From an optimization exercise on the open Yosys and OpenROAD flow, aimed at small area, a short achievable clock period and few clock cycles; shortcuts taken in it are not production practice. The RTL was checked by simulation tests, not by an equivalence proof against the original design. Power figures rest on the tool's default switching activity, not on a simulated workload.

Design meh16, start of the top module:
module meh16(
    input clk,
    input rst,
    input[15:0] in_port,
    output[15:0] out_port,
    output[11:0] mem_addr,
    output[15:0] mem_wdata,
    output mem_we,
    input[15:0] mem_rdata,
    output halted
);
For scale: roughly 1100 cells after synthesis, about 0.0082 mm² of cells after synthesis.
export LEC_CHECK = 0
export CAP_MARGIN = 20
export CORE_MARGIN = 2
export CORE_UTILIZATION = 45
export CTS_BUF_LIST = sky130_fd_sc_hd__clkbuf_8
export CTS_CLUSTER_SIZE = 30
export SLEW_MARGIN = 20
create_clock -name core_clock -period 8.5 [get_ports {clk}]
standard.sh (not shown) runs the stock make flow with config.mk's settings and CLKGATE_MAP_FILE= SYNTH_SCRIPT=/design/flow/synth_recipe.tcl, a recipe that flattens the netlist after the stock synthesis.
==> flow/flow/run.sh <==
#!/bin/bash
set -euo pipefail
W=$PWD
sed "s#^source \$::env(SCRIPTS_DIR)/synth.tcl#source $W/flow_synth_body.tcl#" \
    synth_recipe.tcl > flow_synth.tcl
sed "s#^source \$::env(SCRIPTS_DIR)/synth_preamble.tcl\$#&\nset abc_args [list -script $W/flow/area.abc {*}\$lib_args {*}\$lib_dont_use_args -constr \$::env(OBJECTS_DIR)/abc.constr]#" \
    "$FLOW_HOME/scripts/synth.tcl" > flow_synth_body.tcl
grep -q "flow_synth_body.tcl" flow_synth.tcl
grep -q "flow/area.abc" flow_synth_body.tcl
bash standard.sh "SYNTH_SCRIPT=$W/flow_synth.tcl" \
    "BUFFER_PORTS_ARGS=-buffer_cell sky130_fd_sc_hd__buf_2" \
    SETUP_SLACK_MARGIN=5.3 finish > flow_make.log 2>&1
test -s out/final.def
==> flow/flow/area.abc <==
strash
&get -n
&st
&dch
&nf
&put
topo
Testbench counts at the start, summed over its fixed seeds: cycles 87,416.
Change:
--- a/flow/flow/run.sh
+++ b/flow/flow/run.sh
@@ -10,4 +10,4 @@
 bash standard.sh "SYNTH_SCRIPT=$W/flow_synth.tcl" \
     "BUFFER_PORTS_ARGS=-buffer_cell sky130_fd_sc_hd__buf_2" \
-    SETUP_SLACK_MARGIN=5.3 finish > flow_make.log 2>&1
+    SETUP_SLACK_MARGIN=5.45 finish > flow_make.log 2>&1
 test -s out/final.def
--- a/flow/config.mk
+++ b/flow/config.mk
@@ -8,5 +8,5 @@
 export CAP_MARGIN = 20
 export CORE_MARGIN = 2
-export CORE_UTILIZATION = 45
+export CORE_UTILIZATION = 50
 export CTS_BUF_LIST = sky130_fd_sc_hd__clkbuf_8
 export CTS_CLUSTER_SIZE = 30
Design area grows by 0.86%. Critical path depth shrinks by 3. Synthesized cell count stays the same.
Change:
--- a/flow/flow/run.sh
+++ b/flow/flow/run.sh
@@ -10,4 +10,4 @@
 bash standard.sh "SYNTH_SCRIPT=$W/flow_synth.tcl" \
     "BUFFER_PORTS_ARGS=-buffer_cell sky130_fd_sc_hd__buf_2" \
-    SETUP_SLACK_MARGIN=5.45 finish > flow_make.log 2>&1
+    SETUP_SLACK_MARGIN=5.3 finish > flow_make.log 2>&1
 test -s out/final.def
--- a/flow/config.mk
+++ b/flow/config.mk
@@ -9,5 +9,3 @@
 export CORE_MARGIN = 2
 export CORE_UTILIZATION = 50
-export CTS_BUF_LIST = sky130_fd_sc_hd__clkbuf_8
-export CTS_CLUSTER_SIZE = 30
 export SLEW_MARGIN = 20
Result: The changed run finished with timing, DRC and antenna clean; setup slack is better by 0.077 ns; non-clock buffer count came out lower by 53; design area shrinks by 5.8%; power is higher by 2.2%; via count shrinks by 5.0%; maximum frequency goes up by 2.3%; clock skew came out lower by 0.0088 ns; final cell count fell by 3.6%.
Change:
--- a/flow/flow/run.sh
+++ b/flow/flow/run.sh
@@ -10,4 +10,4 @@
 bash standard.sh "SYNTH_SCRIPT=$W/flow_synth.tcl" \
     "BUFFER_PORTS_ARGS=-buffer_cell sky130_fd_sc_hd__buf_2" \
-    SETUP_SLACK_MARGIN=5.3 finish > flow_make.log 2>&1
+    SETUP_SLACK_MARGIN=5.2 finish > flow_make.log 2>&1
 test -s out/final.def
--- a/flow/config.mk
+++ b/flow/config.mk
@@ -9,3 +9,5 @@
 export CORE_MARGIN = 2
 export CORE_UTILIZATION = 50
+export CTS_BUF_LIST = sky130_fd_sc_hd__clkbuf_8
+export CTS_CLUSTER_SIZE = 30
 export SLEW_MARGIN = 20
Result: The new run passed the timing, DRC and antenna checks. Wire length falls slightly. Die area does not change. Combinational power falls by a few percent. Setup slack is better by 0.0071 ns. Via count rises slightly.
Change:
--- a/flow/flow/run.sh
+++ b/flow/flow/run.sh
@@ -10,4 +10,4 @@
 bash standard.sh "SYNTH_SCRIPT=$W/flow_synth.tcl" \
     "BUFFER_PORTS_ARGS=-buffer_cell sky130_fd_sc_hd__buf_2" \
-    SETUP_SLACK_MARGIN=5.2 finish > flow_make.log 2>&1
+    SETUP_SLACK_MARGIN=5.3 finish > flow_make.log 2>&1
 test -s out/final.def
What happened: Routed wire length is about the same. Count of clock-buffer cells in the layout went down by 1. Cell count stays the same.
Change:
--- a/flow/config.mk
+++ b/flow/config.mk
@@ -10,4 +10,4 @@
 export CORE_UTILIZATION = 50
 export CTS_BUF_LIST = sky130_fd_sc_hd__clkbuf_8
-export CTS_CLUSTER_SIZE = 30
+export CTS_CLUSTER_SIZE = 20
 export SLEW_MARGIN = 20
Design area stays the same.
Synthesized area does not change.
Via count is unchanged.
Global-route usage stays the same.
Total power does not change.
Worst setup slack is unchanged.
Count of clock-buffer cells in the layout stays the same.

========
meh16, a different RTL version from the one above (not shown whole).
Size: roughly 1200 cells after synthesis, about 95 flip-flops, about 80 I/O pins.
clock: 8.5 ns
lec_check: 0
cap_margin: 20
core_margin: 2
core_utilization: 40
setup_slack_margin: 5
slew_margin: 20
run.sh (not shown) runs the stock make flow with config.mk's settings and CLKGATE_MAP_FILE= SYNTH_SCRIPT=/design/flow/synth_recipe.tcl, a recipe that flattens the netlist after the stock synthesis.
Stock flow here: none of the scripts above is used.
Testbench counts at the start, summed over its fixed seeds: cycles 87,416.
Change:
SETUP_SLACK_MARGIN = unset   (was 5)
Global-route usage drops by 1.5 points.
Power falls by 4.1%.
Synthesized area stays the same.
Cell area went down by 5.5%.
Via count falls by 4.7%.
Worst setup slack gets worse by 1.4 ns.
Clock power went down by 8.5%.
Non-clock buffer count went down by 39.
Sequential cell count stays the same.
Die area is unchanged.

afterwards: timing with drivers on the ports:
The flow's constraints put no driver on any port. The routed layouts listed below were extracted and timed again, unchanged, in two steps. Step 1: set_driving_cell puts a clkbuf_16 on clk and a buf_2 on each other input, an assumption about the parent block. Step 2 adds t to the input delays and takes it off the output delays; t is the mean of the earliest and latest rising clock arrival at the registers after step 1. Input paths then give back, and output paths get back, about the clock's delay inside the block. a / b / c = ideal ports / drivers / drivers and shift; a / b = the first two.
run	t (ns)	setup slack, ns	latest minus earliest clock arrival (ns)	worst data-port slew with drivers (ns)
the first run of note 1	0.440	5.083 / 5.083 / 4.847	0.014 / 0.014	0.07
the second run of note 1	0.433	5.122 / 5.122 / 4.914	0.020 / 0.020	0.07
the third run of note 1	0.410	5.199 / 5.199 / 4.843	0.012 / 0.012	0.06
the fourth run of note 1	0.432	5.206 / 5.166 / 4.907	0.007 / 0.007	0.04
the fifth run of note 1	0.444	5.204 / 5.204 / 4.908	0.023 / 0.023	0.04
the sixth run of note 1	0.444	5.204 / 5.204 / 4.908	0.023 / 0.023	0.04
the first run of note 2	0.417	5.016 / 4.968 / 4.689	0.014 / 0.014	0.04
the second run of note 2	0.401	3.659 / 3.659 / 3.659	0.012 / 0.011	0.04
After both steps setup and hold are still met in every run listed. The setup slack of the third run of note 1, which loses most, moves by 0.000 ns with the drivers and by -0.356 ns with both steps.
